This design comes from an exercise in tuning for small area and a short achievable clock period on the open sky130 flow, not from production work. Function was not checked in any run shown here: the RTL went through the layout flow alone. Power is estimated from default activity; no workload was simulated.

==> flow/design.v, too long to show whole: its modules and the start of the top module <==
// module mac_1_8: 46 lines
// module mac_8_9: 60 lines
// module mac_9_10: 62 lines
// module mac_10_10: 64 lines
// module mac_10_11: 64 lines
// module mac_11_11: 66 lines
// module pe_array: 674 lines
module pe_array (
  input wire [3:0] sw_output_1,
  input wire [3:0] sw_output_2,
  input wire [3:0] sw_output_3,
  input wire [3:0] sw_output_4,
  input wire [3:0] sw_output_5,
  input wire [3:0] sw_output_6,
  input wire [3:0] sw_output_7,
  input wire [3:0] sw_output_8,
  input wire [3:0] sw_output_9,
  input wire [3:0] sw_output_10,
  input wire [3:0] sw_output_11,
  input wire [3:0] sw_output_12,
  input wire [3:0] sw_output_13,
  input wire [3:0] sw_output_14,
  input wire [3:0] sw_output_15,
  input wire [3:0] sw_output_16,
  input wire [3:0] sw_output_17,
  input wire [3:0] sw_output_18,
  input wire [3:0] sw_output_19,
  input wire [3:0] sw_output_20,
  input wire [3:0] sw_output_21,
  input wire [3:0] sw_output_22,
  input wire [3:0] sw_output_23,
  input wire [3:0] sw_output_24,
  input wire [3:0] sw_output_25,
  input wire [3:0] sw_output_26,
  input wire [3:0] sw_output_27,
  input wire [3:0] sw_output_28,
  input wire [3:0] sw_output_29,
  input wire [3:0] sw_output_30,
  input wire [3:0] sw_output_31,
  input wire [3:0] sw_output_32,
  input wire [3:0] sw_output_33,
  input wire [3:0] sw_output_34,
  input wire [3:0] sw_output_35,
  input wire [3:0] sw_output_36,
  input wire [3:0] sw_output_37,
  input wire [3:0] sw_output_38,
  input wire [3:0] sw_output_39,
  input wire [3:0] sw_output_40,
  input wire [3:0] sw_output_41,
  input wire [3:0] sw_output_42,
  input wire [3:0] sw_output_43,
  input wire [3:0] sw_output_44,
  input wire [3:0] sw_output_45,
  // ...
==> flow/run.sh <==
#!/bin/bash
# synth_recipe.tcl (not shown) runs the flow's synth.tcl, then flattens the netlist and writes it again
# the make line also repeats each setting of config.mk as NAME=value (left out here)
make -C /OpenROAD-flow-scripts/flow DESIGN_CONFIG=/design/flow/config.mk WORK_HOME=/design/flow/orfs CLKGATE_MAP_FILE= SYNTH_SCRIPT=/design/flow/synth_recipe.tcl finish
==> flow/config.mk <==
export PLATFORM = sky130hd
export DESIGN_NAME = pe_array
export DESIGN_NICKNAME = pe_array
export VERILOG_FILES = /design/flow/design.v
export SDC_FILE = /design/flow/constraint.sdc
export NUM_CORES = 4
export LEC_CHECK = 0
export CAP_MARGIN = 20
export CORE_MARGIN = 2
export CORE_UTILIZATION = 40
export GPL_TIMING_DRIVEN = 0
export SLEW_MARGIN = 20
==> flow/constraint.sdc <==
create_clock -name core_clock -period 4.5 [get_ports {clk}]
set_input_delay 0.9000 -clock core_clock [delete_from_list [all_inputs] [get_ports {clk}]]
set_output_delay 0.9000 -clock core_clock [all_outputs]
set_load 0.01 [all_outputs]
==> key figures, run 1 <==
GRT
  • Met1 GRT Util: 0.300
  • GRT met2 Usage: 0.370
  • Pin count of the biggest net entering global routing: 17
  • Grt ovf: 0

Worst setup path
  • Crit path from: reset_d
  • RR Startpoint: reset_d
  • Endpoint class of the critical path: flop
  • CP max stage delay: 0.55 ns
  • CP max-delay cell: fa_1
  • Critical path depth in cells: 21
  • CP max FO: 10

Cells and area
  • NumNets Final: 11066
  • Ant diodes: 83
  • Fraction of area in multi-input gates: 0.459
  • Proportion of cell area spent on the clock network: 0.0593

Route
  • Met3 WL post-DR: 13.7 mm
  • Antenna Violating Nets Remaining: 0
  • First drt pass iteration count: 5

Outcome
  • Outcome: finished with violations
  • SO Viols: negative setup slack

Synth
  • Number of synthesized flops with an enable pin: 0
  • Synth Area in Adders: 0.342
  • Ys Warns: 1

Timing
  • Slew HR: 0.207
  • Final setup viols: 44
  • RSZ-0062 raised after global routing: true
  • Min Hold Slack: about 0.29 ns
  • Final WS setup: -0.158 ns
  • Total negative slack: -3.10 ns

Power and ir drop
  • Tot Pwr: between 0.04 and 0.05 W
  • P_leak: 47.7 nW
  • Power Dens Cells: 411 nW/µm²
  • Psw: 0.0121 W

Clock network
  • Clock sink total: 1657
  • Worst-Skew Late Latency: 0.84 ns

Floorplan
  • Core area: approximately 210000 µm²
==> run 2, diff against run 1 <==
--- a/flow/config.mk
+++ b/flow/config.mk
@@ -7,6 +7,7 @@
 export LEC_CHECK = 0
 export CAP_MARGIN = 20
 export CORE_MARGIN = 2
-export CORE_UTILIZATION = 40
+export CORE_UTILIZATION = 55
 export GPL_TIMING_DRIVEN = 0
+export SETUP_SLACK_MARGIN = 1.0
 export SLEW_MARGIN = 20
==> run 2 against run 1 <==
  * Critical path depth grew 1
  * Final area grew 2.9%
  * Area after synthesis is the same
  * The layout still fails its checks (negative setup slack)
  * Fmax shrank 0.19%
  * Highest routed layer unchanged
  * Die area shrank 27%
  * Critical endpoint is now s_1_4[9]
  * Utilization grew 21 points
==> key figures, run 2 <==
Worst setup path
  • WS Path Type: reg -> reg
  • CP most frequent cell: fa_2
  • CP bufs+invs: 10
  • CP max FO: 8 (-2)
  • CP arrival: 5.39 ns
  • CP Launch Type: flop
  • Endpoint class of the critical path: flop
  • CP max-delay cell: fa_2
  • Worst path cell trace: buf_8, buf_12, buf_4, buf_16, buf_4, buf_16, nor2b_1, ha_1, fa_2, fa_2, inv_2, fa_2, inv_2, fa_2, fa_2, fa_2, inv_2, fa_2, inv_2, ha_4, ha_2, nor2b_2
  • Critical path's top delay family: adder cells
  • Crit path from: reset_d
  • RR Startpoint: reset_d
  • CP required: 5.22 ns
  • CP max stage delay: 0.41 ns (-0.14 ns)

Cells and area
  • Area delta synth->final: 28.7%
  • Post-Layout Cell Count: 11084
  • Commonest non-fill, non-tap cell in the layout: dfxtp_1
  • Layout cells sized above 1: 0.209
  • NumNets Final: 11153 (+0.79%)
  • Commonest cells after routing, fill and taps aside: dfxtp_1, nor2b_1, and2_1
  • Post-layout util: 0.715

Timing
  • Final hold vios: 0
  • RSZ-0062 raised after global routing: true
  • Period utilisation layout: 1.04
  • Max Slew Vio Count: 0
  • Slew @ Worst Pin: 1.36 ns
  • Slew HR: 0.0920 (-0.115)
  • Max Clock Skew: 0.0285 ns
  • Total negative slack: -3.78 ns (-0.679 ns)
  • Tmin final: 4.67 ns
  • Fmax: 214 MHz
  • Final setup viols: 48 (+9.1%)
  • Final WS setup: -0.166 ns (-0.00880 ns)

Power and ir drop
  • Clock power frac: 0.341
  • Part of the power in registers: 0.410
  • Power Dens Cells: 404 nW/µm² (-1.7%)
  • Max VDD drop: 0.000413 V
  • Logic pwr share: 0.249
  • Tot Pwr: 0.0447 W (+1.1%)
  • Sw frac: 0.276
  • P_leak: 48.2 nW (+0.93%)
  • Psw: 0.0123 W (+1.8%)
  • Int Pwr: 0.0323 W

GRT
  • First-pass GRT wire length: 340 mm
  • Grt ovf: 0 (unchanged)
  • Pin count of the biggest net entering global routing: 17 (unchanged)
  • Number of global-route vias before repair: 56482
  • Initial antenna violation count: 124
  • GR Util All Layers: 0.294

Clock network
  • CTS Root Cell: clkbuf_16
  • Hold_buf cts: 0
  • Worst-Skew Late Latency: 0.81 ns (-0.03 ns)
  • Num CTS Buffers: 176
  • CTS tree: done
  • Clock sink total: 1657 (unchanged)
  • Clock slew at reported path FFs: roughly 0.06 ns
  • Clock Path Buffers: 3
  • CTS H-tree depth: 4

Placement
  • Placer Congestion: between 0.9 and 1
  • Placed cells: roughly 11000
  • Detailed Place HPWL: 182 mm
  • Port buffer count: 748

Flow run
  • Max cap viols: 0

Synth
  • Seq/Total Area, Yosys: 0.386
  • Mean Syn Cell Area: 11.1 µm²
  • Synth Flop Type: dfxtp_1
  • Number of synthesized register bits: approximately 1700
  • Synth top area share: 0.386
  • Async S/R FF share, synth: 0
  • Mapped cell area: 85800 µm²
  • Ys Warns: 1 (unchanged)
  • Top cells by area in the synthesized netlist: dfxtp_1, fa_1, nor2b_1, and2_1, ha_1
  • Number of synthesized flops with an enable pin: 0 (unchanged)
  • Count leader, synth: dfxtp_1
  • Post-synth top area cell: dfxtp_1
  • Mapped Cells: 7716
  • Synth cell types: 15
  • Post-synth top cells: dfxtp_1, fa_1, nor2b_1, inv_1, and2_1

Floorplan
  • FP Rows: approximately 140
  • IO Pins: roughly 760
  • DIE HEIGHT: 399 µm
  • Core area: 155000 µm² (-28%)
  • Die Area: between 150000 and 200000 µm²
  • Die W: 399 µm
  • Starting Density: 0.555

Route
  • Remaining DRCs: 0
  • Routed WL: 237 mm
  • Mean number of vias per cell: 4.85
  • 1st-iter DRT viols: 2612
  • Avg WL per Cell: 21.4 µm
  • Routed via count: 53787
  • First drt pass iteration count: 5 (unchanged)
  • Antenna Violating Nets Remaining: 0 (unchanged)

Worst hold path
  • Min-delay src: s_1_1[3]
  • HP Class: reg -> reg

Outcome
  • SO Viols: negative setup slack
  • Outcome: finished with violations
[run 2: cell counts after synthesis]
No cell type changed its count.
[run 2: path summary, 6_finish.rpt]
| check | cells after the start | slack [ns] | to |
|---|---|---|---|
| worst max-delay path | 22 | -0.17 | s_1_4[9] |
| worst min register to register | 0 | 0.31 | d_1_1[3] |
| worst max register to register | 22 | -0.17 | s_1_4[9] |
| worst min-delay path | 0 | 0.31 | d_1_1[3] |
[run 2: power by group through the flow]
stage	Combinational, W	Clock [W]	Sequential, W
after CTS	0.0105	0.0155	0.0183
after global placement	0.00980	0	0.0184
final	0.0111	0.0152	0.0183
after global routing	0.0127	0.0161	0.0186
after floorplan	0.00707	0	0.0182
after detailed placement	0.0101	0	0.0185
[run 2: logic make-up after synthesis]
| kind of cell | count (synthesis) | synth area share |
|---|---|---|
| buf+inv | 1261 | 0.0572 |
| fa+ha+maj | 1656 | 0.342 |
| flops | 1657 | 0.386 |
| simple gates | 3096 | 0.208 |
| mux | 45 | 0.00590 |
| other cells | 1 | 0.0000437 |
[run 2: routing by layer]
| metal | wire length, µm | vias to the layer above | GRT usage | part of all wire |
|---|---|---|---|---|
| met4 | 8550 | 100 | 0.0947 | 0.036 |
| met5 | 619 | - | 0 | 0.0026 |
| li1 | - | 25038 | - | - |
| met2 | 111000 | 1356 | 0.482 | 0.47 |
| met3 | 18100 | 491 | 0.0787 | 0.076 |
| met1 | 98700 | 26802 | 0.380 | 0.42 |
[run 2: timing repair]
item,in CTS,in global routing
gates cloned,3,9
gates resized for setup,403,704
endpoints found under the setup margin,499,417
pin swaps,82,271
buffers inserted,53,120
[run 2: layout make-up]
type	instances	area [µm²]
tap	2044	2560
buffer	208	2220
clock buffer	235	4980
timing repair buffer	944	9780
inverter	1053	3960
fill	11147	44100
antenna	52	130
multi-input combinational	4806	52500
sequential	1657	33200
clock inverter	85	1160
[run 2: through the flow]
stage	cell area [µm²]	setup WS, ns	hold WS (ns)
CTS	107000	-0.160	0.315
floorplan	87800	0.00754	0.310
finish	110000	-0.166	0.307
global placement	97800	-1.51	0.310
global route	110000	-0.262	0.315
detailed placement	98200	-1.07	0.312

-- re-timing with driven ports --
In the flow no input, the clock included, has a driving cell. The finished layouts below were timed again as built, in two steps.
Step 1 (the two cells are an assumption about what drives the block):
set clk [get_ports {clk}]
set_driving_cell -lib_cell sky130_fd_sc_hd__clkbuf_16 $clk
set_driving_cell -lib_cell sky130_fd_sc_hd__buf_2 [delete_from_list [all_inputs] $clk]
Step 2 adds t to the input delays and takes it off the output delays; t is the mean of the earliest and latest rising clock arrival at the registers after step 1. Input paths then give back, and output paths get back, about the clock's delay inside the block.
Three values: no drivers, after step 1, after step 2; two values: the first two.
| run | shift t [ns] | slack for setup (ns) | worst data-port slew with drivers (ns) |
|---|---|---|---|
| run 1 | 0.908 | -0.158 / -0.187 / -0.918 | 0.83 |
| run 2 | 0.880 | -0.166 / -0.166 / -0.806 | 0.49 |
The setup slack of run 1, which loses most, moves by -0.029 ns with the drivers and by -0.760 ns with both steps.
